Source: an optimization exercise on an open RTL-to-GDS flow (aim: small area). Production flows keep margins and buffers that such runs may drop. Power and IR drop assume default switching activity.

Setup of build 45:
## ALU
module ALU #(parameter w = 8) (
    clk, rst, CE, IN_valid, MODE, CMD, OPA, OPB, Cin,
    ERR, RES, OF, COUT, G, L, E);
    input clk;
    input rst;
    input CE;
    input [1:0] IN_valid;
    input MODE;
    input [3:0] CMD;
    input [7:0] OPA;
    input [7:0] OPB;
    input Cin;
    output reg ERR;
    output reg OF;
    output reg COUT;
    output reg G;
    output reg L;
    output reg E;
    output reg [16:0] RES;
wire sgn_in = (CMD[3:2] == 2'b11) | (CMD[1:0] == 2'b11);   
wire [7:0] ca = {OPA[7] ^ sgn_in, OPA[6:0]};
wire [7:0] cb = {OPB[7] ^ sgn_in, OPB[6:0]};
wire [1:0] cmp_code = (ca == cb) ? 2'b11 : (ca < cb) ? 2'b01 : 2'b10;
wire [2:0] rot_amt = CMD[0] ? (3'd0 - OPB[2:0]) : OPB[2:0];
wire [7:0] rot_hot = 8'd1 << rot_amt;
reg need_a, need_b, bad;
reg rows_i, aq1_i, aq2_i, ci_i;
reg [3:0] s_i;
reg sela, selb, invb, rot;
reg [7:0] ka, kb;
always @(*) begin
    need_a = 1'b1; need_b = 1'b1; bad = 1'b0;
    rows_i = 1'b0; aq1_i = 1'b0; aq2_i = 1'b0; ci_i = 1'b0; s_i = 4'b0000;
    sela = 1'b1; selb = 1'b1; invb = 1'b0; rot = 1'b0; ka = 8'h00; kb = 8'h00;
    if (MODE) begin
        case (CMD)
            4'b0000: rows_i = 1'b1;
            4'b0001: begin rows_i = 1'b1; ci_i = 1'b1; s_i = 4'b1000; invb = 1'b1; end
            4'b0010: begin rows_i = 1'b1; ci_i = Cin; end
            4'b0011: begin rows_i = 1'b1; ci_i = ~Cin; invb = 1'b1;
                           s_i = {3'b100, Cin & (&OPB)}; end
            4'b0100: begin rows_i = 1'b1; ci_i = 1'b1; selb = 1'b0; need_b = 1'b0; end
            4'b0101: begin rows_i = 1'b1; s_i = 4'b1000; selb = 1'b0; kb = 8'hFF;
                           need_b = 1'b0; end
            4'b0110: begin rows_i = 1'b1; ci_i = 1'b1; sela = 1'b0; need_a = 1'b0; end
            4'b0111: begin rows_i = 1'b1; s_i = 4'b1000; sela = 1'b0; ka = 8'hFF;
                           need_a = 1'b0; end
            4'b1000: begin rows_i = 1'b1; s_i = {2'b01, cmp_code}; sela = 1'b0;
                           selb = 1'b0; end
            4'b1001: begin rows_i = 1'b1; aq1_i = 1'b1; ci_i = 1'b1; end
  ...
For scale: roughly 660 cells after synthesis, ~64 flip-flops, ~50 I/O pins.
export LEC_CHECK = 0
export CAP_MARGIN = 20
export CORE_MARGIN = 2
export CORE_UTILIZATION = 60
export CTS_BUF_LIST = sky130_fd_sc_hd__clkbuf_4 sky130_fd_sc_hd__clkbuf_8
export SLEW_MARGIN = 20
export SYNTH_HIERARCHICAL = 1
create_clock -name core_clock -period 6.0 [get_ports {clk}]
standard.sh (not shown) runs the stock make flow with config.mk's settings and CLKGATE_MAP_FILE= SYNTH_SCRIPT=/design/flow/synth_recipe.tcl, a recipe that flattens the netlist after the stock synthesis.
==> flow/flow/run.sh <==
#!/bin/bash
# Layout flow: the standard layout (standard.sh: ORFS from synthesis to
# finish) with these changes:
#  - synthesis maps the logic with an area-oriented ABC script (deepsyn, then
#    area mapping) instead of ORFS's delay-oriented one. Only the final abc
#    call of ORFS's synthesis is changed: its -script argument is replaced.
#    Everything else, registers included, is the standard synthesis
#    (synth_recipe.tcl).
#  - the buffers that the flow puts on every input and output port are buf_1
#    cells, not the resizer's default choice;
#  - clock tree synthesis adds no dummy loads to balance the tree.
# The full output of the run goes to standard.log in this folder; ORFS keeps
# each step's own log under orfs/logs/.
set -euo pipefail
W=$(pwd)
printf '%s\n' '&get -n' '&st' '&deepsyn -T 10' '&put' 'dch' 'map -a' 'topo' 'stime -c' > "$W/abc_area_deep.script"
cat > "$W/own_synth.tcl" <<EOT
proc abc {args} {
  set i [lsearch -exact \$args -script]
  if {\$i >= 0} { lset args [expr {\$i + 1}] {$W/abc_area_deep.script} }
  yosys abc {*}\$args
}
source {$W/synth_recipe.tcl}
EOT
bash standard.sh \
  "SYNTH_SCRIPT=$W/own_synth.tcl" \
  "BUFFER_PORTS_ARGS=-buffer_cell sky130_fd_sc_hd__buf_1" \
  "CTS_ARGS=-sink_clustering_enable -repair_clock_nets -root_buf sky130_fd_sc_hd__clkbuf_8 -buf_list {sky130_fd_sc_hd__clkbuf_4} -dont_use_dummy_load" \
  finish > standard.log 2>&1
Build 45 finished end to end and its layout was clean on timing, DRC and antenna.
Setup changes, build 45 to build 10
- a change of CORE_UTILIZATION from 60 to 66
diff --git a/flow/flow/run.sh b/flow/flow/run.sh
--- a/flow/flow/run.sh
+++ b/flow/flow/run.sh
@@ -27,3 +27,3 @@
   "BUFFER_PORTS_ARGS=-buffer_cell sky130_fd_sc_hd__buf_1" \
-  "CTS_ARGS=-sink_clustering_enable -repair_clock_nets -root_buf sky130_fd_sc_hd__clkbuf_8 -buf_list {sky130_fd_sc_hd__clkbuf_4} -dont_use_dummy_load" \
+  "CTS_ARGS=-sink_clustering_enable -repair_clock_nets -buf_list {sky130_fd_sc_hd__clkbuf_4 sky130_fd_sc_hd__clkbuf_8} -dont_use_dummy_load" \
   finish > standard.log 2>&1
Notes after the runs:
Higher critical path depth goes to build 45 over build 10.
Compared to build 45, the routing of build 10 uses more wire.
Against build 45 as the reference, build 10 delivers a lower number of cell instances on the worst register-to-register path.
Build 45 has lower global-route usage than build 10.
#### Input delta (build 9 over build 10)
- CTS_BUF_LIST now sky130_fd_sc_hd__clkbuf_4, was sky130_fd_sc_hd__clkbuf_4 sky130_fd_sc_hd__clkbuf_8
- CORE_UTILIZATION now 60, was 66
diff --git a/flow/flow/run.sh b/flow/flow/run.sh
--- a/flow/flow/run.sh
+++ b/flow/flow/run.sh
@@ -15,3 +15,3 @@
 W=$(pwd)
-printf '%s\n' '&get -n' '&st' '&deepsyn -T 10' '&put' 'dch' 'map -a' 'topo' 'stime -c' > "$W/abc_area_deep.script"
+printf '%s\n' '&get -n' '&st' '&deepsyn -T 30' '&put' 'dch' 'map -a' 'topo' 'stime -c' > "$W/abc_area_deep.script"
 cat > "$W/own_synth.tcl" <<EOT
@@ -27,3 +27,3 @@
   "BUFFER_PORTS_ARGS=-buffer_cell sky130_fd_sc_hd__buf_1" \
-  "CTS_ARGS=-sink_clustering_enable -repair_clock_nets -buf_list {sky130_fd_sc_hd__clkbuf_4 sky130_fd_sc_hd__clkbuf_8} -dont_use_dummy_load" \
+  "CTS_ARGS=-sink_clustering_enable -repair_clock_nets -buf_list {sky130_fd_sc_hd__clkbuf_4} -dont_use_dummy_load" \
   finish > standard.log 2>&1
==> comparison <==
Changes observed in build 9 relative to build 10: maximum achievable frequency rose 2.1 MHz; fill cell total of the finished layout increased 209; combinational cell fraction of total power climbed 1.0 points.
Net total in the final layout, build 10 and build 9: higher on build 10
Number of buffers on the longest clock path: build 9 vs build 10 identical
No run of this note included a check of the RTL's function; only the layout flow was run.

[re-timing with driven ports]
In the flow no input, the clock included, has a driving cell. The finished layouts below were timed again as built, in two steps.
Step 1, drivers: a clkbuf_16 drives clk and a buf_2 each remaining input, both assumed.
Step 2 adds t to the input delays and takes it off the output delays; t is the mean of the earliest and latest rising clock arrival at the registers after step 1. Input paths then give back, and output paths get back, about the clock's delay inside the block.
Three values: ideal, step 1, step 2; two values: the first two.
run	t (ns)	setup slack, ns	worst hold slack (ns)	latest minus earliest clock arrival (ns)
build 45	0.361	0.393 / 0.393 / 0.393	0.480 / 0.480 / 0.480	0.027 / 0.027
build 10	0.364	0.334 / 0.334 / 0.334	0.481 / 0.481 / 0.481	0.030 / 0.030
build 9	0.415	0.399 / 0.399 / 0.399	0.487 / 0.487 / 0.487	0.039 / 0.038
After both steps every run listed still meets setup and hold.
